Source: an optimization exercise on an open RTL-to-GDS flow (aim: small area). Production flows keep margins and buffers that such runs may drop.
At most, simulation tests tie the RTL to the original design; equivalence was not proved.
Power is estimated from default activity; no workload was simulated.

==> module security, before the edit <==
module security
		#(
			parameter	MAIN_MEM_ADDR = 14,
			parameter	CACHE_ADDR = 7,
			parameter 	PREG_PROTECT_LOW = 384,
			parameter 	PREG_PROTECT_HIGH = 767
		)
		(
			input clock,
			input reset,
			input [MAIN_MEM_ADDR-1:0]	mainmem_address,
			input [CACHE_ADDR-1:0]		cache_address,
			input 						MemoryAccess,
			input 						cache_hit,
			input 						cache_miss,
			output	reg					IRQ,
			output	wire				VVV_STATE
		);
localparam	NLINES = 2**CACHE_ADDR;
localparam	IDLE      = 3'b000,
			FIRST_A   = 3'b001,
			FIRST_V   = 3'b010,
			SECOND_VVH = 3'b011,
			SECOND_XAM = 3'b100,	 
			SECOND_AVM = 3'b101,
			ATTACK    = 3'b111;
assign VVV_STATE = 1'b0;
wire attack_space = (mainmem_address < PREG_PROTECT_LOW) | (mainmem_address > PREG_PROTECT_HIGH);
localparam	HI = CACHE_ADDR - CACHE_ADDR/2;
localparam	LO = CACHE_ADDR/2;
localparam	NAOI3 = NLINES / 3;
localparam	NAOI = (NLINES + 2) / 3;
wire [(2**HI)-1:0] rsel_n;
wire [(2**LO)-1:0] csel_n;
wire [NLINES-1:0]  sel;
wire [3*NLINES-1:0] REG_STATES_w;
wire [3*NAOI-1:0]  rd_n;
genvar gi, gj, gb;
generate
	for (gi = 0; gi < 2**HI; gi = gi + 1) begin : g_row
		assign rsel_n[gi] = ~((MemoryAccess & (cache_address[CACHE_ADDR-1:LO] == gi)) | reset);
	end
	for (gj = 0; gj < 2**LO; gj = gj + 1) begin : g_col
		assign csel_n[gj] = ~((cache_address[LO-1:0] == gj) | reset);
	end
	for (gi = 0; gi < 2**HI; gi = gi + 1) begin : g_sr
		for (gj = 0; gj < 2**LO; gj = gj + 1) begin : g_sc
			security_nor2 u_sel (.a(rsel_n[gi]), .b(csel_n[gj]), .y(sel[gi*(2**LO)+gj]));
		end
	end
	for (gb = 0; gb < 3; gb = gb + 1) begin : g_rb
		for (gi = 0; gi < NAOI3; gi = gi + 1) begin : g_ra
			security_aoi222 u_rd (
				.a1(sel[3*gi]),   .a2(REG_STATES_w[3*(3*gi)+gb]),
				.b1(sel[3*gi+1]), .b2(REG_STATES_w[3*(3*gi+1)+gb]),
				.c1(sel[3*gi+2]), .c2(REG_STATES_w[3*(3*gi+2)+gb]),
				.y(rd_n[gb*NAOI+gi]));
		end
		if (NLINES % 3 == 2) begin : g_r2
			security_aoi22 u_rd (
				.a1(sel[NLINES-2]), .a2(REG_STATES_w[3*(NLINES-2)+gb]),
				.b1(sel[NLINES-1]), .b2(REG_STATES_w[3*(NLINES-1)+gb]),
				.y(rd_n[gb*NAOI+NAOI3]));
		end
		if (NLINES % 3 == 1) begin : g_r1
			assign rd_n[gb*NAOI+NAOI3] = ~(sel[NLINES-1] & REG_STATES_w[3*(NLINES-1)+gb]);
		end
	end
endgenerate
reg [3*NLINES-1:0] REG_STATES;
assign REG_STATES_w = REG_STATES;
reg [2:0] state;
reg [2:0] next_state;
wire [2:0] d = reset ? IDLE : next_state;
always @* begin
	state[0] = ~&rd_n[0*NAOI +: NAOI];
	state[1] = ~&rd_n[1*NAOI +: NAOI];
	state[2] = ~&rd_n[2*NAOI +: NAOI];
end
generate
	for (gi = 0; gi < NLINES; gi = gi + 1) begin : g_line
		always @(posedge clock)
			if (sel[gi])
				REG_STATES[3*gi +: 3] <= d;
	end
endgenerate
always @* begin
	case (state)
	IDLE:       next_state = attack_space ? FIRST_A : FIRST_V;
	FIRST_A:    next_state = attack_space ? (cache_hit  ? SECOND_XAM : IDLE)
	                                      : (cache_miss ? SECOND_AVM : IDLE);
	FIRST_V:    next_state = attack_space ? (cache_miss ? SECOND_XAM : IDLE)
	                                      : (cache_hit  ? SECOND_VVH : IDLE);
	SECOND_VVH: next_state = (attack_space ? cache_miss : cache_hit) ? ATTACK : IDLE;
	SECOND_XAM: next_state = (!attack_space & cache_miss) ? ATTACK : IDLE;
	SECOND_AVM: next_state = (!attack_space | cache_miss) ? ATTACK : IDLE;
	default:    next_state = IDLE;
	endcase
end
always @(posedge clock, posedge reset)
	if (reset)
		IRQ <= 1'b0;
	else
		IRQ <= (next_state == ATTACK);
endmodule
export LEC_CHECK = 0
export CAP_MARGIN = 10
export CORE_MARGIN = 2
export CORE_UTILIZATION = 55
export CTS_BUF_LIST = sky130_fd_sc_hd__clkbuf_8
export CTS_CLUSTER_DIAMETER = 50
export CTS_CLUSTER_SIZE = 16
export GPL_TIMING_DRIVEN = 0
export SLEW_MARGIN = 10
export SYNTH_HIERARCHICAL = 1
export SYNTH_MINIMUM_KEEP_SIZE = 0
create_clock -name core_clock -period 6.0 [get_ports {clock}]
standard.sh (not shown) runs the stock make flow with config.mk's settings and CLKGATE_MAP_FILE= SYNTH_SCRIPT=/design/flow/synth_recipe.tcl, a recipe that flattens the netlist after the stock synthesis.
==> flow/flow/run.sh <==
#!/bin/bash
# Own layout flow: the standard flow (standard.sh, standard synthesis unchanged) with
# - input/output port buffers of the smallest buffer cell (resized later by repair_design),
# - clock tree from clkbuf_8 cells without dummy loads,
# - power (area) recovery on paths with positive slack after global routing.
set -euo pipefail
export BUFFER_PORTS_ARGS="-buffer_cell sky130_fd_sc_hd__buf_1"
export CTS_ARGS="-sink_clustering_enable -repair_clock_nets -buf_list sky130_fd_sc_hd__clkbuf_8 -sink_clustering_size 18 -sink_clustering_max_diameter 50 -dont_use_dummy_load"
export RECOVER_POWER=100
bash standard.sh > standard_flow.log 2>&1
Rerun with:
--- a/flow/design.v
+++ b/flow/design.v
@@ -69,21 +69,29 @@
 endgenerate
 reg [3*NLINES-1:0] REG_STATES;
 assign REG_STATES_w = REG_STATES;
 reg [2:0] state;
 reg [2:0] next_state;
-wire [2:0] d = reset ? IDLE : next_state;
+localparam	NDCOPY = 4;
+wire [3*NDCOPY-1:0] dcopy;
+generate
+	for (gi = 0; gi < NDCOPY; gi = gi + 1) begin : g_d
+		for (gb = 0; gb < 3; gb = gb + 1) begin : g_db
+			security_andn u_d (.a(next_state[gb]), .b(reset), .y(dcopy[3*gi+gb]));
+		end
+	end
+endgenerate
 always @* begin
 	state[0] = ~&rd_n[0*NAOI +: NAOI];
 	state[1] = ~&rd_n[1*NAOI +: NAOI];
 	state[2] = ~&rd_n[2*NAOI +: NAOI];
 end
 generate
 	for (gi = 0; gi < NLINES; gi = gi + 1) begin : g_line
 		always @(posedge clock)
 			if (sel[gi])
-				REG_STATES[3*gi +: 3] <= d;
+				REG_STATES[3*gi +: 3] <= dcopy[3*(gi/(NLINES/NDCOPY)) +: 3];
 	end
 endgenerate
 always @* begin
 	case (state)
 	IDLE:       next_state = attack_space ? FIRST_A : FIRST_V;
@@ -101,10 +109,13 @@
 	if (reset)
 		IRQ <= 1'b0;
 	else
 		IRQ <= (next_state == ATTACK);
 endmodule
+module security_andn (input a, input b, output y);
+assign y = a & ~b;
+endmodule
 module security_nor2 (input a, input b, output y);
 assign y = ~(a | b);
 endmodule
 module security_aoi22 (input a1, input a2, input b1, input b2, output y);
 assign y = ~((a1 & a2) | (b1 & b2));
The new run completed with no timing, DRC or antenna violations.
Total power went up by 2.7%.
Routed wire length went up by 6.3%.
Worst setup slack gets worse by 0.024 ns.
Via count went up by 2.8%.
Worst hold slack gets better by 0.087 ns.
Register-to-register slack barely changes.
Design area went up by 2.8%.
Final cell count went up by 1.5%.
First-iteration DRC count went up by 9.0%.
Sequential power barely changes.
Non-clock buffer count went down by 4.
Global-route usage hardly moves.
Count of clock-buffer cells in the layout went up by 4.
For the second run of this note, only the layout was checked, not whether the RTL still works.

## afterwards: timing with drivers on the ports
No port has a modelled driver above. Below, the same layouts with a new extraction and two added sets of constraints. Step 1 assumes that a clkbuf_16 drives the clock port and a buf_2 every other input. Step 2 also shifts input and output timing later by t, the mid clock arrival at the registers, as if the neighbouring blocks saw the same clock. Three values: ideal, step 1, step 2; two values: the first two.
| run | t, ns | setup slack, ns | hold WS [ns] | clock arrival spread, ns | worst slew at a driven data input, ns |
|---|---|---|---|---|---|
| the first run | 0.621 | 0.282 / 0.273 / -0.347 | 0.828 / 0.837 / 0.880 | 0.040 / 0.041 | 0.09 |
| the second run | 0.573 | 0.258 / 0.288 / -0.285 | 0.915 / 0.915 / 0.915 | 0.047 / 0.046 | 0.06 |
With both steps, setup timing fails in the first run and the second run, where it was met with ideal ports. The setup slack of the first run, which loses most, moves by -0.009 ns with the drivers and by -0.629 ns with both steps.
